Background: an optimization exercise with open tools, aiming at small area and a short achievable clock period. Do not read the settings as production practice.
Where RTL was checked, it was by simulation tests only, not by an equivalence proof against the original.
The RTL of run 1 was laid out without a check of its function.

$ cat design.v
module Banco_reg(
    input  wire        Clk,
    input  wire        Reset,
    input  wire        RegWrite,
    input  wire [4:0]  ReadRegNext,    
    input  wire [4:0]  WriteReg,
    input  wire [31:0] WriteData,
    output wire [31:0] ReadData
);
    wire [1023:0] q;
    reg  [31:0]   valid;
    reg  [31:0]   sel;
    wire [31:0]   wsel = RegWrite ? (32'd1 << WriteReg) : 32'd0;
    wire [31:0]   valid_nx = valid | wsel;
    genvar i;
    generate
        for (i = 0; i < 32; i = i + 1) begin : g_r
            reg [31:0] r;
            always @(posedge Clk)
                if (wsel[i]) r <= WriteData;
            assign q[32*i +: 32] = r;
        end
    endgenerate
    always @(posedge Clk or posedge Reset) begin
        if (Reset) valid <= 32'd0;
        else valid <= valid_nx;
    end
    always @(posedge Clk) sel <= (32'd1 << ReadRegNext) & valid_nx;
    reg [31:0] acc;
    integer j;
    always @(*) begin
        acc = 32'd0;
        for (j = 0; j < 32; j = j + 1) acc = acc | ({32{sel[j]}} & q[32*j +: 32]);
    end
    assign ReadData = acc;
endmodule
module UC(
    input  wire clk,
    input  wire reset_q,
    input  wire [5:0] Opcode,
    input  wire [5:0] Funct,
    input  wire bzero,
    input  wire overflow,
    output wire st_decode2,
    output wire nx_decode2,
    output reg  c_a_ld,
    output reg  c_pcw,
    output reg  [2:0] c_pcs,
    output reg  c_irw,
    output reg  c_sa,
    output reg  [2:0] c_sb,
    output reg  [1:0] c_op,
    output reg  c_aow,
    output reg  c_epcw,
    output reg  [1:0] c_bop,
    output reg  c_br,
    output wire [2:0] n_iord,
    output wire [1:0] n_ea,
    output wire [2:0] n_m2r,
    output wire [1:0] n_rdst,
    output wire n_rw,
    output wire n_mw
);
    reg  [3:0] step;
    reg  [1:0] exc;       
    reg  [3:0] step_nx;
    reg  [1:0] exc_nx;
    wire k0 = (Opcode == 6'h00 && Funct == 6'h20);
    wire k1 = (Opcode == 6'h00 && Funct == 6'h24);
    wire k2 = (Opcode == 6'h00 && Funct == 6'h1a);
    wire k3 = (Opcode == 6'h00 && Funct == 6'h18) | (Opcode == 6'h00 && Funct == 6'h0d);
    wire k4 = (Opcode == 6'h00 && Funct == 6'h08);
    wire k5 = (Opcode == 6'h00 && Funct == 6'h10);
    wire k6 = (Opcode == 6'h00 && Funct == 6'h12);
    wire k7 = (Opcode == 6'h00 && Funct == 6'h00) | (Opcode == 6'h00 && Funct == 6'h03) | (Opcode == 6'h00 && Funct == 6'h02);
    wire k8 = (Opcode == 6'h00 && Funct == 6'h04) | (Opcode == 6'h00 && Funct == 6'h07);
    wire k9 = (Opcode == 6'h00 && Funct == 6'h2a);
    wire k10 = (Opcode == 6'h00 && Funct == 6'h22);
    wire k11 = (Opcode == 6'h00 && Funct == 6'h13);
    wire k12 = (Opcode == 6'h00 && Funct == 6'h05);
    wire k13 = (Opcode == 6'h08);
    wire k14 = (Opcode == 6'h09);
    wire k15 = (Opcode == 6'h04);
    wire k16 = (Opcode == 6'h05);
    wire k17 = (Opcode == 6'h06);
    wire k18 = (Opcode == 6'h07);
    wire k19 = (Opcode == 6'h01);
    wire k20 = (Opcode == 6'h0a);
    wire k21 = (Opcode == 6'h0f);
    wire k22 = (Opcode == 6'h28) | (Opcode == 6'h29) | (Opcode == 6'h2b);
    wire k23 = (Opcode == 6'h20) | (Opcode == 6'h21) | (Opcode == 6'h23);
    wire k24 = (Opcode == 6'h02);
    wire k25 = (Opcode == 6'h03);
    wire dec_none = ~((Opcode == 6'h00 && Funct == 6'h20) | (Opcode == 6'h00 && Funct == 6'h24) | (Opcode == 6'h00 && Funct == 6'h1a) | (Opcode == 6'h00 && Funct == 6'h18) | (Opcode == 6'h00 && Funct == 6'h08) | (Opcode == 6'h00 && Funct == 6'h10) | (Opcode == 6'h00 && Funct == 6'h12) | (Opcode == 6'h00 && Funct == 6'h00) | (Opcode == 6'h00 && Funct == 6'h04) | (Opcode == 6'h00 && Funct == 6'h2a) | (Opcode == 6'h00 && Funct == 6'h03) | (Opcode == 6'h00 && Funct == 6'h07) | (Opcode == 6'h00 && Funct == 6'h02) | (Opcode == 6'h00 && Funct == 6'h22) | (Opcode == 6'h00 && Funct == 6'h0d) | (Opcode == 6'h00 && Funct == 6'h13) | (Opcode == 6'h00 && Funct == 6'h05) | (Opcode == 6'h08) | (Opcode == 6'h09) | (Opcode == 6'h04) | (Opcode == 6'h05) | (Opcode == 6'h06) | (Opcode == 6'h07) | (Opcode == 6'h01) | (Opcode == 6'h0a) | (Opcode == 6'h0f) | (Opcode == 6'h28) | (Opcode == 6'h29) | (Opcode == 6'h2b) | (Opcode == 6'h20) | (Opcode == 6'h21) | (Opcode == 6'h23) | (Opcode == 6'h02) | (Opcode == 6'h03));
    wire s_FETCH = (step == 4'd0 && exc == 2'd0);
    wire s_FETCH_2 = (step == 4'd1 && exc == 2'd0);
    wire s_FETCH_3 = (step == 4'd2 && exc == 2'd0);
    wire s_DECODE = (step == 4'd3 && exc == 2'd0);
    wire s_DECODE_2 = (step == 4'd4 && exc == 2'd0);
    wire s_ADD = (k0 && step == 4'd5 && exc == 2'd0);
    wire s_SUB = (k10 && step == 4'd5 && exc == 2'd0);
    wire s_AND = (k1 && step == 4'd5 && exc == 2'd0);
    wire s_ALU_TO_REG = (k0 && step == 4'd6 && exc == 2'd0) | (k1 && step == 4'd6 && exc == 2'd0) | (k10 && step == 4'd6 && exc == 2'd0);
    wire s_MULT_1 = (k3 && step == 4'd5 && exc == 2'd0);
    wire s_MULT_2 = (k0 && step == 4'd9 && exc == 2'd1) | (k2 && step == 4'd10 && exc == 2'd2) | (k3 && step == 4'd6 && exc == 2'd0) | (k10 && step == 4'd9 && exc == 2'd1) | (k13 && step == 4'd10 && exc == 2'd1);
    wire s_DIV_1 = (k2 && step == 4'd5 && exc == 2'd0);
    wire s_DIV_2 = (k2 && step == 4'd6 && exc == 2'd0);
    wire s_MFHI = (k5 && step == 4'd5 && exc == 2'd0);
    wire s_MFLO = (k6 && step == 4'd5 && exc == 2'd0);
    wire s_SHIFT_SHAMT = (k7 && step == 4'd5 && exc == 2'd0);
    wire s_SLL = (k7 && step == 4'd6 && exc == 2'd0) | (k8 && step == 4'd5 && exc == 2'd0);
    wire s_STORE_SHIFT = (k7 && step == 4'd7 && exc == 2'd0) | (k8 && step == 4'd6 && exc == 2'd0);
    wire s_JR = (k4 && step == 4'd5 && exc == 2'd0);
    wire s_SLT_1 = (k9 && step == 4'd5 && exc == 2'd0);
    wire s_SLT_2 = (k9 && step == 4'd6 && exc == 2'd0);
    wire s_RTE = (k11 && step == 4'd5 && exc == 2'd0);
    wire s_ADDM_1 = (k12 && step == 4'd5 && exc == 2'd0);
    wire s_ADDM_WAIT_1 = (k12 && step == 4'd6 && exc == 2'd0);
    wire s_ADDM_WAIT_2 = (k12 && step == 4'd7 && exc == 2'd0);
    wire s_ADDM_2 = (k12 && step == 4'd8 && exc == 2'd0);
    wire s_ADDM_3 = (k12 && step == 4'd9 && exc == 2'd0);
    wire s_ADDM_WAIT_3 = (k12 && step == 4'd10 && exc == 2'd0);
    wire s_ADDM_WAIT_4 = (k12 && step == 4'd11 && exc == 2'd0);
    wire s_ADDM_4 = (k12 && step == 4'd12 && exc == 2'd0);
    wire s_ADDM_5 = (k12 && step == 4'd13 && exc == 2'd0);
    wire s_ADDM_6 = (k12 && step == 4'd14 && exc == 2'd0);
    wire s_ADDI_ADDIU = (k13 && step == 4'd5 && exc == 2'd0) | (k14 && step == 4'd5 && exc == 2'd0);
    wire s_ADDI = (k13 && step == 4'd6 && exc == 2'd0);
    wire s_ADDIU = (k14 && step == 4'd6 && exc == 2'd0);
    wire s_BEQ_BNE_BGT_BLE = (k15 && step == 4'd5 && exc == 2'd0) | (k16 && step == 4'd5 && exc == 2'd0) | (k17 && step == 4'd5 && exc == 2'd0) | (k18 && step == 4'd5 && exc == 2'd0);
    wire s_BEQ = (k15 && step == 4'd6 && exc == 2'd0);
    wire s_BNE = (k16 && step == 4'd6 && exc == 2'd0);
    wire s_BGT = (k18 && step == 4'd6 && exc == 2'd0);
    wire s_BLE = (k17 && step == 4'd6 && exc == 2'd0);
    wire s_LB_LH_LW = (k23 && step == 4'd5 && exc == 2'd0);
    wire s_LW = (k23 && step == 4'd6 && exc == 2'd0);
    wire s_SB_SH_SW = (k22 && step == 4'd5 && exc == 2'd0);
    wire s_SW = (k22 && step == 4'd6 && exc == 2'd0);
    wire s_LUI = (k21 && step == 4'd5 && exc == 2'd0);
    wire s_LUI_WAIT = (k21 && step == 4'd6 && exc == 2'd0);
    wire s_LUI_2 = (k21 && step == 4'd8 && exc == 2'd0);
    wire s_LUI_3 = (k21 && step == 4'd9 && exc == 2'd0);
    wire s_SLTI_1 = (k20 && step == 4'd5 && exc == 2'd0);
    wire s_SLTI_2 = (k20 && step == 4'd6 && exc == 2'd0);
    wire s_SLLM_1 = (k19 && step == 4'd5 && exc == 2'd0);
    wire s_SLLM_2 = (k19 && step == 4'd6 && exc == 2'd0);
    wire s_SLLM_3 = (k19 && step == 4'd7 && exc == 2'd0);
    wire s_J = (k24 && step == 4'd5 && exc == 2'd0) | (k25 && step == 4'd7 && exc == 2'd0);
    wire s_JAL_1 = (k25 && step == 4'd5 && exc == 2'd0);
    wire s_JAL_2 = (k25 && step == 4'd6 && exc == 2'd0);
    wire s_LOCK_WRITE = (k0 && step == 4'd7 && exc == 2'd0) | (k0 && step == 4'd10 && exc == 2'd1) | (k1 && step == 4'd7 && exc == 2'd0) | (k2 && step == 4'd7 && exc == 2'd0) | (k2 && step == 4'd11 && exc == 2'd2) | (k3 && step == 4'd7 && exc == 2'd0) | (k4 && step == 4'd6 && exc == 2'd0) | (k5 && step == 4'd6 && exc == 2'd0) | (k6 && step == 4'd6 && exc == 2'd0) | (k7 && step == 4'd8 && exc == 2'd0) | (k8 && step == 4'd7 && exc == 2'd0) | (k9 && step == 4'd7 && exc == 2'd0) | (k10 && step == 4'd7 && exc == 2'd0) | (k10 && step == 4'd10 && exc == 2'd1) | (k11 && step == 4'd6 && exc == 2'd0) | (k12 && step == 4'd15 && exc == 2'd0) | (k13 && step == 4'd7 && exc == 2'd0) | (k13 && step == 4'd11 && exc == 2'd1) | (k14 && step == 4'd7 && exc == 2'd0) | (k15 && step == 4'd7 && exc == 2'd0) | (k16 && step == 4'd7 && exc == 2'd0) | (k17 && step == 4'd7 && exc == 2'd0) | (k18 && step == 4'd7 && exc == 2'd0) | (k19 && step == 4'd8 && exc == 2'd0) | (k20 && step == 4'd7 && exc == 2'd0) | (k21 && step == 4'd10 && exc == 2'd0) | (k22 && step == 4'd7 && exc == 2'd0) | (k23 && step == 4'd7 && exc == 2'd0) | (k24 && step == 4'd6 && exc == 2'd0) | (k25 && step == 4'd8 && exc == 2'd0);
    wire s_OVERFLOW = (k0 && step == 4'd6 && exc == 2'd1) | (k10 && step == 4'd6 && exc == 2'd1) | (k13 && step == 4'd7 && exc == 2'd1);
    wire s_OVERFLOW_WAIT1 = (k0 && step == 4'd7 && exc == 2'd1) | (k10 && step == 4'd7 && exc == 2'd1) | (k13 && step == 4'd8 && exc == 2'd1);
    wire s_OVERFLOW_WAIT2 = (k0 && step == 4'd8 && exc == 2'd1) | (k10 && step == 4'd8 && exc == 2'd1) | (k13 && step == 4'd9 && exc == 2'd1);
    wire s_DIV_BY_ZERO = (k2 && step == 4'd7 && exc == 2'd2);
    wire s_DIV_BY_0_WAIT1 = (k2 && step == 4'd8 && exc == 2'd2);
    wire s_DIV_BY_0_WAIT2 = (k2 && step == 4'd9 && exc == 2'd2);
    wire s_LUI_WAIT_B = (k21 && step == 4'd7 && exc == 2'd0);
    assign n_iord[0] = s_OVERFLOW | s_OVERFLOW_WAIT1 | s_OVERFLOW_WAIT2 | s_DIV_BY_ZERO | s_DIV_BY_0_WAIT1 | s_DIV_BY_0_WAIT2;
    assign n_iord[1] = s_ADDM_3 | s_ADDM_WAIT_3 | s_ADDM_WAIT_4 | s_OVERFLOW | s_OVERFLOW_WAIT1 | s_OVERFLOW_WAIT2 | s_DIV_BY_ZERO | s_DIV_BY_0_WAIT1 | s_DIV_BY_0_WAIT2;
    assign n_iord[2] = s_ADDM_1 | s_ADDM_WAIT_1 | s_ADDM_WAIT_2;
    assign n_ea[0] = s_DIV_BY_ZERO | s_DIV_BY_0_WAIT1 | s_DIV_BY_0_WAIT2;
    assign n_ea[1] = s_OVERFLOW | s_OVERFLOW_WAIT1 | s_OVERFLOW_WAIT2 | s_DIV_BY_ZERO | s_DIV_BY_0_WAIT1 | s_DIV_BY_0_WAIT2;
    assign n_m2r[0] = s_ALU_TO_REG | s_MFLO | s_ADDM_6 | s_ADDI | s_ADDIU | s_LUI_3 | s_JAL_2;
    assign n_m2r[1] = s_ALU_TO_REG | s_SLT_2 | s_ADDM_6 | s_ADDI | s_ADDIU | s_SLTI_2 | s_JAL_2;
    assign n_m2r[2] = s_MFHI | s_MFLO;
    assign n_rdst[0] = s_ALU_TO_REG | s_MFHI | s_MFLO | s_STORE_SHIFT | s_SLT_2 | s_ADDM_6 | s_JAL_2;
    assign n_rdst[1] = s_JAL_2;
    assign n_rw = s_ALU_TO_REG | s_MFHI | s_MFLO | s_STORE_SHIFT | s_SLT_2 | s_ADDM_6 | s_ADDI | s_ADDIU | s_LW | s_LUI_3 | s_SLTI_2 | s_SLLM_3 | s_JAL_2;
    assign n_mw = s_ADDM_WAIT_2 | s_ADDM_3 | s_ADDM_WAIT_3 | s_ADDM_WAIT_4 | s_LW | s_SW | s_SLLM_2 | s_OVERFLOW | s_OVERFLOW_WAIT1 | s_OVERFLOW_WAIT2 | s_DIV_BY_ZERO | s_DIV_BY_0_WAIT1 | s_DIV_BY_0_WAIT2;
    always @(*) begin
        step_nx = step + 4'd1;
        exc_nx = exc;
        if (s_LOCK_WRITE) begin
            step_nx = 4'd0;
            exc_nx = 2'd0;
        end
        if (s_DECODE_2 && dec_none) step_nx = 4'd4;    
        if ((s_ADD | s_SUB | s_ADDI) && overflow) exc_nx = 2'd1;
        if ((s_DIV_2) && bzero) exc_nx = 2'd2;
    end
    assign st_decode2 = s_DECODE_2;
    assign nx_decode2 = s_DECODE || (s_DECODE_2 && dec_none);
    always @(posedge clk) begin
        if (reset_q) begin
            step <= 4'd1;        
            exc <= 2'd0;
            c_a_ld <= 1'd0;
            c_pcw <= 1'd0;
            c_pcs <= 3'd0;
            c_irw <= 1'd0;
            c_sa <= 1'd0;
            c_sb <= 3'd0;
            c_op <= 2'd0;
            c_aow <= 1'd0;
            c_epcw <= 1'd0;
            c_bop <= 2'd0;
            c_br <= 1'd0;
        end else begin
            step <= step_nx;
            exc <= exc_nx;
            c_a_ld <= s_DECODE | s_DECODE_2;
            c_pcw <= s_FETCH_3 | s_JR | s_RTE | s_SLLM_2 | s_J;
            c_pcs[0] <= s_BEQ | s_BNE | s_BGT | s_BLE | s_SLLM_2;
            c_pcs[1] <= s_J;
            c_pcs[2] <= s_RTE;
            c_irw <= s_FETCH_3;
            c_sa <= s_ADD | s_SUB | s_AND | s_JR | s_ADDI_ADDIU | s_SLLM_1;
            c_sb[0] <= s_FETCH_3 | s_ADDI_ADDIU;
            c_sb[1] <= s_DECODE | s_JR | s_ADDM_6 | s_ADDI_ADDIU | s_LW | s_SW | s_SLLM_1 | s_JAL_2;
            c_sb[2] <= s_BEQ_BNE_BGT_BLE;
            c_op[0] <= s_FETCH_3 | s_DECODE | s_ADD | s_AND | s_JR | s_ADDM_6 | s_ADDI_ADDIU | s_BEQ_BNE_BGT_BLE | s_LW | s_SW | s_SLLM_1 | s_JAL_2;
            c_op[1] <= s_SUB | s_AND | s_OVERFLOW | s_OVERFLOW_WAIT1 | s_OVERFLOW_WAIT2 | s_DIV_BY_ZERO | s_DIV_BY_0_WAIT1 | s_DIV_BY_0_WAIT2;
            c_aow <= s_DECODE | s_ADD | s_SUB | s_AND | s_ADDM_6 | s_ADDI_ADDIU | s_BEQ_BNE_BGT_BLE | s_LW | s_SW | s_SLLM_1 | s_JAL_2;
            c_epcw <= s_OVERFLOW | s_OVERFLOW_WAIT1 | s_OVERFLOW_WAIT2 | s_DIV_BY_ZERO | s_DIV_BY_0_WAIT1 | s_DIV_BY_0_WAIT2;
            c_bop[0] <= s_BNE | s_BLE;
            c_bop[1] <= s_BGT | s_BLE;
            c_br <= s_BEQ | s_BNE | s_BGT | s_BLE;
        end
    end
endmodule
module div(
    input  wire [31:0] r,
    input  wire [31:0] n,
    input  wire [31:0] d,
    output wire [31:0] r_out,
    output wire [31:0] n_out
);
    wire [31:0] rr [0:4];
    wire [31:0] nn [0:4];
    assign rr[0] = r;
    assign nn[0] = n;
    genvar k;
    generate
        for (k = 0; k < 4; k = k + 1) begin : g_s
            wire [32:0] t  = {rr[k], nn[k][31]};
            wire [32:0] df;
            wire        ge;
            sub33 u_sub(.a(t), .b({1'b0, d}), .s(df), .nb(ge));
            assign rr[k+1] = ge ? df[31:0] : t[31:0];
            assign nn[k+1] = {nn[k][30:0], ge};
        end
    endgenerate
    assign r_out = rr[4];
    assign n_out = nn[4];
endmodule
module div0(
    input  wire [31:0] n,
    input  wire [31:0] d,
    output wire [3:0]  r_out,
    output wire [31:0] n_out
);
    wire [3:0] rr [0:4];
    assign rr[0] = 4'd0;
    genvar k;
    generate
        for (k = 0; k < 4; k = k + 1) begin : g_s
            wire [k:0]   t;
            if (k == 0) begin : g_t0
                assign t = n[31];
            end else begin : g_t
                assign t = {rr[k][k-1:0], n[31-k]};
            end
            wire         hz = ~|d[31:k+1];
            wire [k+1:0] df = {1'b0, t} - {1'b0, d[k:0]};
            wire         ge = hz & ~df[k+1];
            assign rr[k+1] = ge ? df[k:0] : t;
            assign n_out[3-k] = ge;
        end
    endgenerate
    assign r_out = rr[4];
    assign n_out[31:4] = n[27:0];
endmodule
module sub33(
    input  wire [32:0] a,
    input  wire [32:0] b,
    output wire [32:0] s,
    output wire        nb
);
    wire [32:0] bb = ~b;
    wire [32:0] p0 = a ^ bb;
    wire [32:0] g0 = a & bb;
    reg  [32:0] g, p;
    integer i, l;
    always @(*) begin
        g = g0; p = p0;
        g[0] = g0[0] | p0[0];           
        for (l = 1; l < 33; l = l * 2)
            for (i = 2*l - 1; i < 33; i = i + 2*l) begin
                g[i] = g[i] | (p[i] & g[i-l]);
                p[i] = p[i] & p[i-l];
            end
        for (l = 16; l >= 1; l = l / 2)
            for (i = 3*l - 1; i < 33; i = i + 2*l) begin
                g[i] = g[i] | (p[i] & g[i-l]);
                p[i] = p[i] & p[i-l];
            end
    end
    assign s[0] = ~p0[0];
    genvar k;
    generate
        for (k = 1; k < 33; k = k + 1) begin : g_s
            assign s[k] = p0[k] ^ g[k-1];
        end
    endgenerate
    assign nb = g[32];
endmodule
module mult(
    input  wire [31:0] a,       
    input  wire [4:0]  b5,      
    input  wire [31:0] hin,     
    input  wire [31:0] lin,     
    output wire [31:0] hout,
    output wire [31:0] lout
);
    wire        amin = (a == 32'h80000000);
    wire [32:0] pp [0:1];
    wire [1:0]  neg, ext;
    genvar j;
    generate
        for (j = 0; j < 2; j = j + 1) begin : g_pp
            wire [2:0]  t    = b5[2*j +: 3];
            wire        zero = (t == 3'b000) || (t == 3'b111);
            wire        two  = (t == 3'b011) || (t == 3'b100);
            assign neg[j]    = t[2] && !(t[1] && t[0]);
            wire [32:0] mag  = two ? {a, 1'b0} : {a[31], a};
            assign pp[j]     = zero ? 33'd0 : (mag ^ {33{neg[j]}});
            assign ext[j]    = pp[j][32] | (two & neg[j] & amin);
        end
    endgenerate
    wire [35:0] x0 = {{4{hin[31]}}, hin};
    wire [35:0] x1 = {{3{ext[0]}}, pp[0]};
    wire [35:0] x2 = {ext[1], pp[1], 2'b00};
    wire [35:0] s, c;
    assign s[1:0] = x0[1:0];
    assign c[1:0] = x1[1:0];
    assign c[2]   = neg[1];
    genvar i;
    generate
        for (i = 2; i < 36; i = i + 1) begin : g_csa
            assign s[i] = x0[i] ^ x1[i] ^ x2[i];
            if (i < 35) begin : g_c
                assign c[i+1] = (x0[i] & x1[i]) | (x0[i] & x2[i]) | (x1[i] & x2[i]);
            end
        end
    endgenerate
    wire [35:0] p0 = s ^ c;
    wire [35:0] g0 = s & c;
    reg  [35:0] g, p;
    integer k, l;
    always @(*) begin
        g = g0; p = p0;
        g[0] = g0[0] | (p0[0] & neg[0]);
        for (l = 1; l < 36; l = l * 2)
            for (k = 2*l - 1; k < 36; k = k + 2*l) begin
                g[k] = g[k] | (p[k] & g[k-l]);
                p[k] = p[k] & p[k-l];
            end
        for (l = 16; l >= 1; l = l / 2)
            for (k = 3*l - 1; k < 36; k = k + 2*l) begin
                g[k] = g[k] | (p[k] & g[k-l]);
                p[k] = p[k] & p[k-l];
            end
    end
    wire [35:0] x = p0 ^ {g[34:0], neg[0]};
    assign hout = x[35:4];
    assign lout = {x[3:0], lin[31:4]};
endmodule
module ula32(
    input  wire [1:0]  op,
    input  wire [31:0] A,
    input  wire [31:0] B,
    output wire [31:0] S,
    output wire [31:0] soma,
    output wire        Overflow,
    output wire        Igual,
    output wire        Maior,
    output wire        Menor
);
    wire [31:0] nb  = (op == 2'd1) ? B : ~B;
    wire        cin = (op == 2'd2);
    wire [31:0] p0  = A ^ nb;
    wire [31:0] g0  = A & nb;
    reg  [31:0] g, p;
    integer i, l;
    always @(*) begin
        g = g0; p = p0;
        g[0] = g0[0] | (p0[0] & cin);
        for (l = 1; l < 32; l = l * 2)
            for (i = 2*l - 1; i < 32; i = i + 2*l) begin
                g[i] = g[i] | (p[i] & g[i-l]);
                p[i] = p[i] & p[i-l];
            end
        for (l = 8; l >= 1; l = l / 2)
            for (i = 3*l - 1; i < 32; i = i + 2*l) begin
                g[i] = g[i] | (p[i] & g[i-l]);
                p[i] = p[i] & p[i-l];
            end
    end
    assign soma = p0 ^ {g[30:0], cin};
    assign Overflow = g[31] ^ g[30];
    assign S = (op == 2'd3) ? (A & B) : soma;
    assign Igual = (soma == 32'd0) & ~Overflow;
    assign Maior = ((~soma[31] & ~Overflow) | (Overflow & ~A[31])) & ~Igual;
    assign Menor = (soma[31] & ~Overflow) | (Overflow & A[31]);
endmodule
module cpu(
    input  wire        clk,
    input  wire        reset,
    output wire [31:0] mem_addr,
    output wire        mem_wr,
    output wire [31:0] mem_wdata,
    input  wire [31:0] mem_rdata,
    output wire        reg_we,
    output wire [4:0]  reg_waddr,
    output wire [31:0] reg_wdata
);
    reg [31:0] PC;                          
    reg [31:0] EPC, HI, LO;                 
    reg        epc_v, hilo_v;
    reg        reset_q;                     
    reg [31:0] IR, A, B, ALUOut;            
    wire [5:0]  op_f  = IR[31:26];
    wire [4:0]  rs    = IR[25:21];
    wire [4:0]  rt    = IR[20:16];
    wire [15:0] imm   = IR[15:0];
    wire c_a_ld, c_pcw, c_irw, c_sa, c_aow, c_epcw, c_br;
    wire [2:0] c_pcs, c_sb;
    wire [1:0] c_op, c_bop;
    wire [2:0] n_iord, n_m2r;
    wire [1:0] n_ea, n_rdst;
    wire n_rw, n_mw;
    wire st_decode2, nx_decode2;
    wire overflow;
    UC UC_(
        .clk(clk), .reset_q(reset_q), .Opcode(op_f), .Funct(IR[5:0]),
        .bzero(B == 32'd0), .overflow(overflow), .st_decode2(st_decode2), .nx_decode2(nx_decode2),
        .c_a_ld(c_a_ld),
        .c_pcw(c_pcw), .c_pcs(c_pcs), .c_irw(c_irw),
        .c_sa(c_sa), .c_sb(c_sb), .c_op(c_op), .c_aow(c_aow), .c_epcw(c_epcw), .c_bop(c_bop), .c_br(c_br),
        .n_iord(n_iord), .n_ea(n_ea), .n_m2r(n_m2r), .n_rdst(n_rdst), .n_rw(n_rw), .n_mw(n_mw)
    );
    reg  [4:0]  waddr_nx;            
    reg  [31:0] wdata_nx;            
    wire [31:0] rd;
    wire [31:0] ir_nx = c_irw ? mem_rdata : IR;
    Banco_reg BANCO_REG_(
        .Clk(clk), .Reset(reset), .RegWrite(n_rw),
        .ReadRegNext(nx_decode2 ? ir_nx[20:16] : ir_nx[25:21]),
        .WriteReg(waddr_nx), .WriteData(wdata_nx), .ReadData(rd)
    );
    wire [31:0] ain = c_sa ? A : PC;
    reg  [31:0] bin;
    always @(*) begin
        case (c_sb)
            3'd0: bin = B;
            3'd1: bin = 32'd4;
            3'd2: bin = 32'd0;
            3'd3: bin = {{16{imm[15]}}, imm};
            default: bin = {14'd0, imm, 2'b00};       
        endcase
    end
    wire [31:0] alu_res, soma;
    wire igual, maior, menor;
    ula32 ULA_(
        .op(c_op), .A(ain), .B(bin), .S(alu_res), .soma(soma),
        .Overflow(overflow), .Igual(igual), .Maior(maior), .Menor(menor)
    );
    reg br_taken;
    always @(*) begin
        case (c_bop)
            2'b00: br_taken = igual;
            2'b01: br_taken = ~igual;
            2'b10: br_taken = maior;
            default: br_taken = menor | igual;
        endcase
    end
    wire pc_we = c_pcw | (c_br & br_taken);
    reg [31:0] pc_in;
    always @(*) begin
        case (c_pcs)
            3'd0: pc_in = alu_res;
            3'd2: pc_in = {PC[31:28], rt, rs, imm, 2'b00};
            3'd3: pc_in = 32'b00000100110001001011010010110100;
            3'd4, 3'd6: pc_in = epc_v ? EPC : 32'd0;
            default: pc_in = ALUOut;
        endcase
    end
    wire md_go = st_decode2 && (op_f == 6'd0) &&
                 ((IR[5:0] == 6'h18) || (IR[5:0] == 6'h1a));
    reg  [2:0] md_step;         
    reg        md_on;
    reg        md_div;
    always @(posedge clk) begin
        if (reset_q) begin
            md_on <= 1'b0;
        end else if (md_go) begin
            md_on <= 1'b1;
        end else if (md_step == 3'd7) begin
            md_on <= 1'b0;
        end
    end
    always @(posedge clk) begin
        md_step <= md_go ? 3'd0 : md_step + 3'd1;
        if (md_go) md_div <= IR[1];
    end
    wire md_first = (md_step == 3'd0);
    reg         bm1;
    wire [31:0] m_a  = md_first ? rd : A;
    wire [4:0]  m_b5 = md_first ? {B[3:0], 1'b0} : {LO[3:0], bm1};
    wire [31:0] m_h  = md_first ? 32'd0 : HI;
    wire [31:0] m_l  = md_first ? B : LO;
    always @(posedge clk) bm1 <= m_b5[4];
    wire [31:0] m_hi, m_lo;
    mult MULT_(.a(m_a), .b5(m_b5), .hin(m_h), .lin(m_l), .hout(m_hi), .lout(m_lo));
    wire [3:0]  d0_r;
    wire [31:0] d0_n, d1_r, d1_n;
    div0 DIV0_(.n(rd), .d(B), .r_out(d0_r), .n_out(d0_n));
    div  DIV_ (.r(LO), .n(HI), .d(B), .r_out(d1_r), .n_out(d1_n));
    always @(posedge clk or posedge reset) begin
        if (reset) hilo_v <= 1'b0;
        else if (md_on) hilo_v <= 1'b1;
    end
    always @(posedge clk) begin
        if (md_on) begin
            if (md_div) begin
                HI <= md_first ? d0_n : d1_n;
                LO <= md_first ? {28'd0, d0_r} : d1_r;
            end else begin
                HI <= m_hi; LO <= m_lo;
            end
        end
    end
    wire [31:0] pc_nx  = pc_we ? pc_in : PC;
    wire [31:0] alu_nx = c_aow ? alu_res : ALUOut;
    wire        a_rf   = c_a_ld && !st_decode2;      
    wire        b_rf   = c_a_ld && st_decode2;       
    wire [31:0] a_nx   = a_rf ? rd : A;
    wire [31:0] b_nx   = b_rf ? rd : B;
    always @(posedge clk or posedge reset) begin
        if (reset) begin
            PC <= 32'd0; epc_v <= 1'b0;
        end else begin
            PC <= pc_nx;
            if (c_epcw) epc_v <= 1'b1;
        end
    end
    always @(posedge clk) begin
        reset_q <= reset;
        if (c_epcw) EPC <= alu_res;
    end
    always @(posedge clk) begin
        IR <= ir_nx;
        A <= a_nx;
        B <= b_nx;
        ALUOut <= alu_nx;
    end
    always @(*) begin
        case (n_rdst)
            2'd0: waddr_nx = rt;
            2'd1: waddr_nx = IR[15:11];
            2'd2: waddr_nx = 5'd29;
            default: waddr_nx = 5'd31;
        endcase
        case (n_m2r)
            3'd1: wdata_nx = {imm, 16'b0};
            3'd2: wdata_nx = {32{menor}};
            3'd3: wdata_nx = alu_nx;
            3'd4: wdata_nx = hilo_v ? HI : 32'd0;
            3'd5: wdata_nx = hilo_v ? LO : 32'd0;
            default: wdata_nx = 32'd0;
        endcase
    end
    reg [31:0] addr, wdata_o, wdata_b;
    reg [4:0]  waddr_o;
    reg        we_o, mw_o;
    always @(posedge clk) begin
        case (n_iord)
            3'd0: addr <= pc_nx;
            3'd2: addr <= b_nx;
            3'd3: addr <= {24'd0, 6'b111111, n_ea};
            default: addr <= a_nx;
        endcase
        waddr_o <= waddr_nx;
        wdata_o <= wdata_nx;
        we_o    <= n_rw;
        mw_o    <= n_mw;
        wdata_b <= n_mw ? b_nx : 32'd0;
    end
    assign mem_addr  = addr;
    assign mem_wr    = mw_o;
    assign mem_wdata = wdata_b;
    assign reg_we    = we_o;
    assign reg_waddr = waddr_o;
    assign reg_wdata = wdata_o;
endmodule
$ cat flow/run.sh
#!/bin/bash
# Layout flow: the standard layout (standard.sh: unchanged synthesis,
# floorplan, power grid, placement, CTS and routing), plus:
#  - after the standard synthesis, the combinational logic is re-mapped by ABC
#    for area (remap.ys, remap.abc). Flip-flops, adder cells and tie cells keep
#    their cells and names; the step checks that the flip-flops are the same
#    and, if anything fails, the standard netlist is used as it is.
#  - the port buffers that placement inserts on every input and output are
#    plain buffers (buf_2);
#  - the resizer's setup margin asks repair_timing to keep working on paths
#    until they would meet a shorter period (the SDC and clock are unchanged).
# Each tool writes its output to a log of its own in this folder (and ORFS to
# its logs in orfs/logs).
set -euo pipefail
MARGIN=59.5
{
  echo 'export BUFFER_PORTS_ARGS = -buffer_cell sky130_fd_sc_hd__buf_2'
  echo "export SETUP_SLACK_MARGIN = ${MARGIN}"
} >> config.mk
bash standard.sh synth > standard_synth.log 2>&1

RES=orfs/results/${FLOW_PLATFORM}/cpu/base
LIB=${FLOW_HOME}/platforms/${FLOW_PLATFORM}/lib/sky130_fd_sc_hd__tt_025C_1v80.lib
remap() {
  : > remap_keep.txt
  sed -e "s#@LIB@#$LIB#g; s#@NET@#$RES/1_2_yosys.v#; s#@TOP@#${FLOW_TOP}#g; s#@KEEP@#remap_keep.txt#g; s#@ABC@#flow/remap.abc#; s#@OUT@#remap_out.v#" \
    flow/remap.ys > remap_run.ys || return 1
  yosys -l remap_yosys.log -s remap_run.ys > /dev/null 2>&1 || return 1
  [ -s remap_out.v ] && grep -q "^module ${FLOW_TOP}(" remap_out.v || return 1
  # the same flip-flops, by name and cell, as the standard netlist
  grep -oE "sky130_fd_sc_hd__e?df[a-z0-9_]* [^ ]+" "$RES/1_2_yosys.v" | sort > remap_ff_std.txt
  grep -oE "sky130_fd_sc_hd__e?df[a-z0-9_]* [^ ]+" remap_out.v | sort > remap_ff_new.txt
  cmp -s remap_ff_std.txt remap_ff_new.txt || return 1
  cp "$RES/1_2_yosys.v" standard_1_2_yosys.v
  cp remap_out.v "$RES/1_2_yosys.v"
  rm -f "$RES/1_synth.odb" "$RES/1_synth.sdc"
}
if remap; then echo "remap: used" > remap_status.txt; else echo "remap: not used" > remap_status.txt; fi
bash standard.sh > standard_layout.log 2>&1
$ cat flow/remap.abc
&get -n
&st
&syn2
&dch -f
&nf
&st
&syn2
&dch -f
&nf
&st
&dch -f
&nf
&put
topo
stime -c
buffer -c
upsize -c
dnsize -c
$ cat flow/remap.ys
# Re-map the combinational logic of the standard synthesis, except the cells
# listed in @KEEP@ (none in this flow). Flip-flops, adder cells and tie cells
# are kept as they are, with their names.
read_liberty -ignore_miss_func @LIB@
read_verilog @NET@
hierarchy -top @TOP@
setattr -mod -set keep_hierarchy 1 sky130_fd_sc_hd__df* sky130_fd_sc_hd__edf* sky130_fd_sc_hd__fa_* sky130_fd_sc_hd__ha_* sky130_fd_sc_hd__conb_*
select -read @KEEP@
setattr -set keep_hierarchy 1
select -clear
flatten
opt_clean -purge
stat -liberty @LIB@
abc -liberty @LIB@ -script @ABC@ -dont_use sky130_fd_sc_hd__probe_p_8 -dont_use sky130_fd_sc_hd__probec_p_8 -dont_use sky130_fd_sc_hd__lpflow_*
opt_clean -purge
hilomap -singleton -hicell sky130_fd_sc_hd__conb_1 HI -locell sky130_fd_sc_hd__conb_1 LO
splitnets
opt_clean -purge
insbuf -buf sky130_fd_sc_hd__buf_4 A X
opt_clean
stat -liberty @LIB@
select @TOP@
write_verilog -noattr -nohex -nodec -selected @OUT@
$ cat standard.sh
#!/bin/bash
# synth_recipe.tcl (not shown) runs the flow's synth.tcl, then flattens the netlist and writes it again
# the make line also repeats each setting of config.mk as NAME=value (left out here)
make -C /OpenROAD-flow-scripts/flow DESIGN_CONFIG=/design/flow/config.mk WORK_HOME=/design/flow/orfs CLKGATE_MAP_FILE= SYNTH_SCRIPT=/design/flow/synth_recipe.tcl "${@:-finish}"
$ cat config.mk
export PLATFORM = sky130hd
export DESIGN_NAME = cpu
export DESIGN_NICKNAME = cpu
export VERILOG_FILES = /design/flow/design.v
export SDC_FILE = /design/flow/constraint.sdc
export NUM_CORES = 8
export LEC_CHECK = 0
export CAP_MARGIN = 35
export CORE_MARGIN = 2
export CORE_UTILIZATION = 40
export CTS_CLUSTER_DIAMETER = 100
export CTS_CLUSTER_SIZE = 25
export SLEW_MARGIN = 35
export BUFFER_PORTS_ARGS = -buffer_cell sky130_fd_sc_hd__buf_2
export SETUP_SLACK_MARGIN = 59.5
$ cat constraint.sdc
create_clock -name core_clock -period 76.0 [get_ports {clk}]
set_input_delay 15.2000 -clock core_clock [delete_from_list [all_inputs] [get_ports {clk}]]
set_output_delay 15.2000 -clock core_clock [all_outputs]
set_load 0.01 [all_outputs]
==> summary.md, run 1 <==
| Metric | Value |
|---|---|
| Worst slew margin | `between 20 and 30%` |
| Post-place setup slack | `56.37 ns` |
| Initial Utilization | `between 40% and 50%` |
| Cts hold-fix bufs | `0` |
| DRC errors left | `0` |
| Routed Antenna Nets | `0` |
| Setup TNS | `0 ns` |
| Syn Nets | `5488` |
| RSZ-0062 raised after global routing | `true` |
| Max-slew violations | `0` |
| Seq. cell area | `between 40000 and 50000 um2` |
| Detailed-router iteration count before antenna repair | `10` |
| Cts bufs inserted | `a little under 80` |
| Clock sink count | `between 1000 and 1500` |
| Cell Area, Synth | `66600 um2` |
| Vias | `49215` |
| Reg2Reg Setup Slack | `60.32 ns` |
| Period Utilization, post-route | `a little over a fifth` |
| Area Overhead vs Synth | `12.0%` |
| Worst slew pin tran | `roughly 1.1 ns` |
| Die Wd | `412 um` |
| Number of global-route vias before repair | `between 40000 and 50000` |
| Inst Count DP | `7490` |
| Worst-skew pair later-pin latency | `0.78 ns` |
| Non-filler cells, final | `7664` |
| Routed len/inst | `between 30 and 40 um` |
| Cell family with most CP delay | `flip-flops` |
| Final setup fails | `0` |
| CP Cell Sequence | `buf_6` |
| Syn. warnings | `8` |
| CTS root buffer | `clkbuf_16` |
| Largest net degree at the start of global routing | `67` |
| I/O Buffers | `136` |
| Multi-input logic area | `~24000 um2` |
| Fraction of final layout cells sized beyond drive strength 1 | `between 10 and 15%` |
| Crit path DAT | `1.34 ns` |
| Worst path max stage delay | `roughly 0.44 ns` |
| Max Fclk | `between 0.06 and 0.07 GHz` |
| Nets | `approximately 5800` |
| Outcome | `finished clean` |
| Core Region | `between 150000 and 200000 um2` |
| CP max stage cell | `dfxtp_4` |
| Gpl congestion | `slightly above 1` |
| Vias per inst | `between 6 and 7` |
| Required @ worst endpoint | `about 61 ns` |
| H-tree levels | `3` |
| Row count | `between 100 and 150` |
| Die area | `roughly 170000 um2` |
| Post-Route WL | `~270 mm` |
| Syn Inst Count | `a little over 5000` |
| Minimum clock period | `16.54 ns` |
| CTS tree | `yes` |
| CP max FO | `1` |
| Hpwl dp | `roughly 170 mm` |
| Initial DRC count | `between 8000 and 9000` |
| Fillers | `about 15000` |
| Clock buffer depth | `3` |
| GRT Total Usage | `about 31%` |
| I/O pin count | `around 140` |
| Setup CP Type | `flop to output pin` |
| Fin Clk Skew | `~0.078 ns` |
| CP bufs+invs | `1` |
| Clock Pin Slew Worst Setup and Hold Paths | `0.11 ns` |
| Crit. End Element | `output pin` |
| Die H | `just over 400 um` |
| Gr ovfl total | `0` |
| Hold Slack | `roughly 0.45 ns` |
| Initial antenna violation count | `13` |
| First-pass GRT wire length | `368 mm` |
| Final WS setup | `roughly 59 ns` |
| Syn_area_per_cell | `roughly 13 um2` |
| Largest Register | `BANCO_REG_.g_r.r` |
| Max-cap violation count | `0` |
| Max reg flops | `1024` |
| Startpoint Class | `flop` |
| Final Hold Fails | `0` |
| Hold Path Class | `flop to flop` |
what timing repair did:
item / CTS / global route
gates cloned: 4 / 0
resized for setup: 65 / 18
pin swaps: 8 / 12
buffers inserted: 9 / 7
endpoints found under the setup margin: 47 / 36
cell type report:
class	instances	area share [%]
clock inverters	23	0.551
multi-input cells	3202	32.5
clock buffers	120	2.87
well taps	2189	3.67
diodes	8	0.0268
inverters	288	1.46
repair buffers	355	3.38
flip-flops and latches	1479	55.6
worst paths after layout:
kind / startpoint / endpoint / cells after the start
max: waddr_o[4] / reg_waddr[4] / 1
min reg2reg: md_step[0] / md_step[0] / 1
min: md_step[0] / md_step[0] / 1
min in group asynchronous: reset / PC[2] / 2
max in group asynchronous: reset / PC[7] / 3
max reg2reg: HI[31] / LO[3] / 77
per-layer routing:
| metal | vias up | global-route usage, % | share of wire [%] |
|---|---|---|---|
| met5 | - | 0 | 0.017 |
| met4 | 6 | 17.0 | 6.6 |
| met3 | 722 | 7.09 | 12 |
| met2 | 3451 | 47.7 | 44 |
| met1 | 24763 | 40.1 | 37 |
| li1 | 20273 | - | - |
through the flow:
step           cell area (um2)  utilization [%]
2_1_floorplan            66700                -
3_3_place_gp             71300             43.2
3_5_place_dp             71500             43.3
4_1_cts                  74500             45.1
5_1_grt                  74600             45.2
6_report                 74700             45.2
layout by cell type (no fill, tap or decap), types with 136 or more instances in the layout:
cell type and count:
a222oi_1 240, ha_1 203, a21oi_1 305, a22oi_1 162, nand2_1 371, o21ai_0 157
edfxtp_1 1143, inv_1 285, fa_1 136, dfxtp_1 215, buf_4 196, nor2_1 346
==> run 2, diff against run 1 <==
--- a/design.v
+++ b/design.v
@@ -1,5 +1,5 @@
 module Banco_reg(
     input  wire        Clk,
-    input  wire        Reset,
+    input  wire        Clear,
     input  wire        RegWrite,
     input  wire [4:0]  ReadRegNext,    
@@ -9,8 +9,7 @@
 );
     wire [1023:0] q;
-    reg  [31:0]   valid;
     reg  [31:0]   sel;
-    wire [31:0]   wsel = RegWrite ? (32'd1 << WriteReg) : 32'd0;
-    wire [31:0]   valid_nx = valid | wsel;
+    wire [31:0]   wsel = (RegWrite ? (32'd1 << WriteReg) : 32'd0) | {32{Clear}};
+    wire [31:0]   wd   = Clear ? 32'd0 : WriteData;
     genvar i;
     generate
@@ -18,13 +17,9 @@
             reg [31:0] r;
             always @(posedge Clk)
-                if (wsel[i]) r <= WriteData;
+                if (wsel[i]) r <= wd;
             assign q[32*i +: 32] = r;
         end
     endgenerate
-    always @(posedge Clk or posedge Reset) begin
-        if (Reset) valid <= 32'd0;
-        else valid <= valid_nx;
-    end
-    always @(posedge Clk) sel <= (32'd1 << ReadRegNext) & valid_nx;
+    always @(posedge Clk) sel <= 32'd1 << ReadRegNext;
     reg [31:0] acc;
     integer j;
@@ -162,7 +157,7 @@
     assign n_ea[0] = s_DIV_BY_ZERO | s_DIV_BY_0_WAIT1 | s_DIV_BY_0_WAIT2;
     assign n_ea[1] = s_OVERFLOW | s_OVERFLOW_WAIT1 | s_OVERFLOW_WAIT2 | s_DIV_BY_ZERO | s_DIV_BY_0_WAIT1 | s_DIV_BY_0_WAIT2;
-    assign n_m2r[0] = s_ALU_TO_REG | s_MFLO | s_ADDM_6 | s_ADDI | s_ADDIU | s_LUI_3 | s_JAL_2;
+    assign n_m2r[0] = s_ALU_TO_REG | s_MFLO | s_ADDI | s_ADDIU | s_LUI_3;
     assign n_m2r[1] = s_ALU_TO_REG | s_SLT_2 | s_ADDM_6 | s_ADDI | s_ADDIU | s_SLTI_2 | s_JAL_2;
-    assign n_m2r[2] = s_MFHI | s_MFLO;
+    assign n_m2r[2] = s_MFHI | s_MFLO | s_ADDM_6 | s_JAL_2;
     assign n_rdst[0] = s_ALU_TO_REG | s_MFHI | s_MFLO | s_STORE_SHIFT | s_SLT_2 | s_ADDM_6 | s_JAL_2;
     assign n_rdst[1] = s_JAL_2;
@@ -206,11 +201,11 @@
             c_pcs[2] <= s_RTE;
             c_irw <= s_FETCH_3;
-            c_sa <= s_ADD | s_SUB | s_AND | s_JR | s_ADDI_ADDIU | s_SLLM_1;
+            c_sa <= s_ADD | s_SUB | s_AND | s_JR | s_ADDI_ADDIU;
             c_sb[0] <= s_FETCH_3 | s_ADDI_ADDIU;
-            c_sb[1] <= s_DECODE | s_JR | s_ADDM_6 | s_ADDI_ADDIU | s_LW | s_SW | s_SLLM_1 | s_JAL_2;
+            c_sb[1] <= s_JR | s_ADDI_ADDIU;
             c_sb[2] <= s_BEQ_BNE_BGT_BLE;
-            c_op[0] <= s_FETCH_3 | s_DECODE | s_ADD | s_AND | s_JR | s_ADDM_6 | s_ADDI_ADDIU | s_BEQ_BNE_BGT_BLE | s_LW | s_SW | s_SLLM_1 | s_JAL_2;
+            c_op[0] <= s_FETCH_3 | s_ADD | s_AND | s_JR | s_ADDI_ADDIU | s_BEQ_BNE_BGT_BLE;
             c_op[1] <= s_SUB | s_AND | s_OVERFLOW | s_OVERFLOW_WAIT1 | s_OVERFLOW_WAIT2 | s_DIV_BY_ZERO | s_DIV_BY_0_WAIT1 | s_DIV_BY_0_WAIT2;
-            c_aow <= s_DECODE | s_ADD | s_SUB | s_AND | s_ADDM_6 | s_ADDI_ADDIU | s_BEQ_BNE_BGT_BLE | s_LW | s_SW | s_SLLM_1 | s_JAL_2;
+            c_aow <= s_ADD | s_SUB | s_AND | s_ADDI_ADDIU | s_BEQ_BNE_BGT_BLE;
             c_epcw <= s_OVERFLOW | s_OVERFLOW_WAIT1 | s_OVERFLOW_WAIT2 | s_DIV_BY_ZERO | s_DIV_BY_0_WAIT1 | s_DIV_BY_0_WAIT2;
             c_bop[0] <= s_BNE | s_BLE;
@@ -420,5 +415,5 @@
     reg        epc_v, hilo_v;
     reg        reset_q;                     
-    reg [31:0] IR, A, B, ALUOut;            
+    reg [31:0] IR, A, B;                    
     wire [5:0]  op_f  = IR[31:26];
     wire [4:0]  rs    = IR[25:21];
@@ -446,5 +441,5 @@
     wire [31:0] ir_nx = c_irw ? mem_rdata : IR;
     Banco_reg BANCO_REG_(
-        .Clk(clk), .Reset(reset), .RegWrite(n_rw),
+        .Clk(clk), .Clear(reset_q), .RegWrite(n_rw),
         .ReadRegNext(nx_decode2 ? ir_nx[20:16] : ir_nx[25:21]),
         .WriteReg(waddr_nx), .WriteData(wdata_nx), .ReadData(rd)
@@ -484,5 +479,5 @@
             3'd3: pc_in = 32'b00000100110001001011010010110100;
             3'd4, 3'd6: pc_in = epc_v ? EPC : 32'd0;
-            default: pc_in = ALUOut;
+            default: pc_in = A;
         endcase
     end
@@ -533,8 +528,7 @@
     end
     wire [31:0] pc_nx  = pc_we ? pc_in : PC;
-    wire [31:0] alu_nx = c_aow ? alu_res : ALUOut;
     wire        a_rf   = c_a_ld && !st_decode2;      
     wire        b_rf   = c_a_ld && st_decode2;       
-    wire [31:0] a_nx   = a_rf ? rd : A;
+    wire [31:0] a_nx   = a_rf ? rd : c_aow ? alu_res : A;
     wire [31:0] b_nx   = b_rf ? rd : B;
     always @(posedge clk or posedge reset) begin
@@ -554,5 +548,4 @@
         A <= a_nx;
         B <= b_nx;
-        ALUOut <= alu_nx;
     end
     always @(*) begin
@@ -566,5 +559,6 @@
             3'd1: wdata_nx = {imm, 16'b0};
             3'd2: wdata_nx = {32{menor}};
-            3'd3: wdata_nx = alu_nx;
+            3'd3: wdata_nx = a_nx;
+            3'd6: wdata_nx = PC;
             3'd4: wdata_nx = hilo_v ? HI : 32'd0;
             3'd5: wdata_nx = hilo_v ? LO : 32'd0;
==> run 2 against run 1 <==
Worst hold slack improved by 0.0051 ns. Wire length shrank 2.1%. Final cell count fell by 1.6%. Synthesized cell count is 1.2% lower. Worst setup slack better by 0.11 ns. Register-to-register slack better by 0.07 ns. Design area fell by 2.3%. Via count fell by 0.19%.
==> summary.md, run 2 <==
| Metric | Value |
|---|---|
| CTS tree | `yes` |
| Syn. warnings | `8` |
| Clock buffer depth | `3` |
| Leading cell type in the layout, fill and taps excluded | `edfxtp_1` |
| CP bufs+invs | `1` |
| Vias | `between 40000 and 50000` |
| CP max FO | `1` |
| Clock Pin Slew Worst Setup and Hold Paths | `~0.1 ns` |
| Crit. End Element | `output pin` |
| First-pass GRT wire length | `around 360 mm` |
| Hold Crit Depth | `1` |
| Area Overhead vs Synth | `11.9%` |
| Largest Register | `BANCO_REG_.g_r.r` |
| Commonest cells after routing, fill and taps aside | `edfxtp_1, nand2_1, nor2_1` |
| Max-cap violation count | `0` |
| Period Utilization, post-route | `21.6%` |
| Max reg flops | `1024` |
| RSZ-0062 raised after global routing | `false` |
| Worst slew pin tran | `1.05 ns` |
| Post-DP Area | `70500 um2` |
| Worst-skew pair later-pin latency | `around 0.74 ns` |
| Minimum clock period | `~16 ns` |
| Cts bufs inserted | `approximately 70` |
| DR top layer | `met5` |
| R2R cell count | `76` |
| Worst path max stage delay | `between 0.3 and 0.4 ns` |
| Vias per inst | `between 6 and 7` |
| Final setup fails | `0` |
| Design area | `73000 um2` |
| Row count | `roughly 150` |
| Setup TNS | `0 ns` |
| CP Cell Sequence | `buf_2` |
| Hold Path Sink | `md_step[0]` |
| Number of global-route vias before repair | `around 46000` |
| Hold Slack | `~0.46 ns` |
| Levels on crit path | `1` |
| Max Fclk | `roughly 0.061 GHz` |
| Crit Reg-Reg Endpoint | `LO[3]` |
| Core Region | `roughly 160000 um2` |
| Reg2Reg Setup Slack | `around 60 ns` |
| Nets | `5692` |
| Gpl congestion | `between 1 and 1.5` |
| Cell family with most CP delay | `flip-flops` |
| GRT Total Usage | `between 30% and 40%` |
| Fin Clk Skew | `about 0.042 ns` |
| Fraction of final layout cells sized beyond drive strength 1 | `12.7%` |
| Syn_area_per_cell | `12.9 um2` |
| Initial DRC count | `between 8000 and 9000` |
| Fillers | `approximately 15000` |
| I/O Buffers | `136` |
| Routed Antenna Nets | `0` |
| R2r startpoint | `HI[31]` |
| Largest net degree at the start of global routing | `between 70 and 80` |
| Hold Startpoint | `md_step[0]` |
| Hpwl dp | `approximately 170 mm` |
| Routed len/inst | `roughly 35 um` |
| Post-Route WL | `261 mm` |
| Crit path DAT | `between 1 and 1.5 ns` |
| DRC errors left | `0` |
| Syn Inst Count | `5052` |
| Die area | `~170000 um2` |
| H-tree levels | `3` |
| Max-slew violations | `0` |
| Required @ worst endpoint | `60.80 ns` |
| Gr ovfl total | `0` |
| Outcome | `finished clean` |
| Worst slew margin | `between 20 and 30%` |
| Met3 wire length | `~37 mm` |
| Initial Utilization | `between 40% and 50%` |
| Cell Area, Synth | `65200 um2` |
| Met2 WL | `approximately 110 mm` |
| CTS root buffer | `clkbuf_16` |
| Hold Path Class | `flop to flop` |
| Syn Nets | `5425` |
| Startpoint Class | `flop` |
| I/O pin count | `about 140` |
| Detailed-router iteration count before antenna repair | `7` |
| CP max stage cell | `dfxtp_2` |
| Die H | `a little over 400 um` |
| Crit path from | `wdata_o[23]` |
| Setup CP Type | `flop to output pin` |
| Final Hold Fails | `0` |
| Initial antenna violation count | `14` |
| Clock sink count | `approximately 1400` |
| Die Wd | `408 um` |
| WL met1 | `96.3 mm` |
==> run 2: how the worst max path moves through the flow <==
stage	end	slack (ns)
floorplan	BANCO_REG_.sel[12]	59.78
global placement	LO[18]	57.38
detailed placement	LO[30]	57.35
CTS	mem_wdata[31]	59.52
global route	mem_wdata[31]	59.52
finish	reg_wdata[23]	59.57
==> run 2: area by class of cell <==
type,instances,area [um2],share of cell area [%]
flip-flops and latches,1415,40000,54.8
multi-input cells,3200,24700,33.9
well taps,2175,2720,3.73
repair buffers,340,2320,3.17
clock buffers,93,1820,2.49
inverters,293,1100,1.51
clock inverters,18,295,0.405
diodes,6,15.0,0.0206
==> run 2: through the flow <==
stage	setup WS (ns)	util [%]	std cells
after global placement	57.38	43.2	7402
final	59.57	44.9	7540
after CTS	59.52	44.8	7520
after detailed placement	57.35	43.4	7406
after global routing	59.52	44.9	7534
after floorplan	59.78	-	5052
==> run 2: routing by layer <==
| metal | global-route usage [%] | vias up |
|---|---|---|
| met1 | 40.9 | 24547 |
| met3 | 8.92 | 759 |
| met5 | 0.0287 | - |
| met2 | 45.7 | 3768 |
| li1 | - | 20038 |
| met4 | 14.1 | 10 |
==> run 2: timing repair <==
action | in CTS | in global routing
resized for setup | 28 | 21
hold buffers | 0 | 0
pin swaps | 2 | 5
cloned | 0 | 2
setup buffers | 3 | 9
setup endpoints to repair | 36 | 33

==> separate check: timing with driven ports <==
No port has a modelled driver above. Below, the same layouts with a new extraction and two added sets of constraints.
Step 1 sets driving cells, clkbuf_16 on the clock port and buf_2 on the other inputs (assumed; they add their load-dependent delay and slew).
Step 2 times the ports against the registers' clock, not the clock port: input delays grow and output delays shrink by t, the midpoint of the rising clock arrivals with the driver on.
Slacks: no drivers / after step 1 / after step 2; pairs: no drivers / after step 1.
| run | shift t [ns] | setup WS [ns] | hold WS [ns] | worst register clock-pin slew, ns | worst slew at a driven data input, ns |
|---|---|---|---|---|---|
| run 1 | 0.827 | 59.456 / 59.369 / 59.121 | 0.453 / 0.453 / 0.453 | 0.12 / 0.12 | 0.08 |
| run 2 | 0.801 | 59.569 / 59.483 / 59.312 | 0.458 / 0.458 / 0.458 | 0.11 / 0.11 | 0.05 |
After both steps every run listed still meets setup and hold. The setup slack of run 1, which loses most, moves by -0.087 ns with the drivers and by -0.335 ns with both steps.
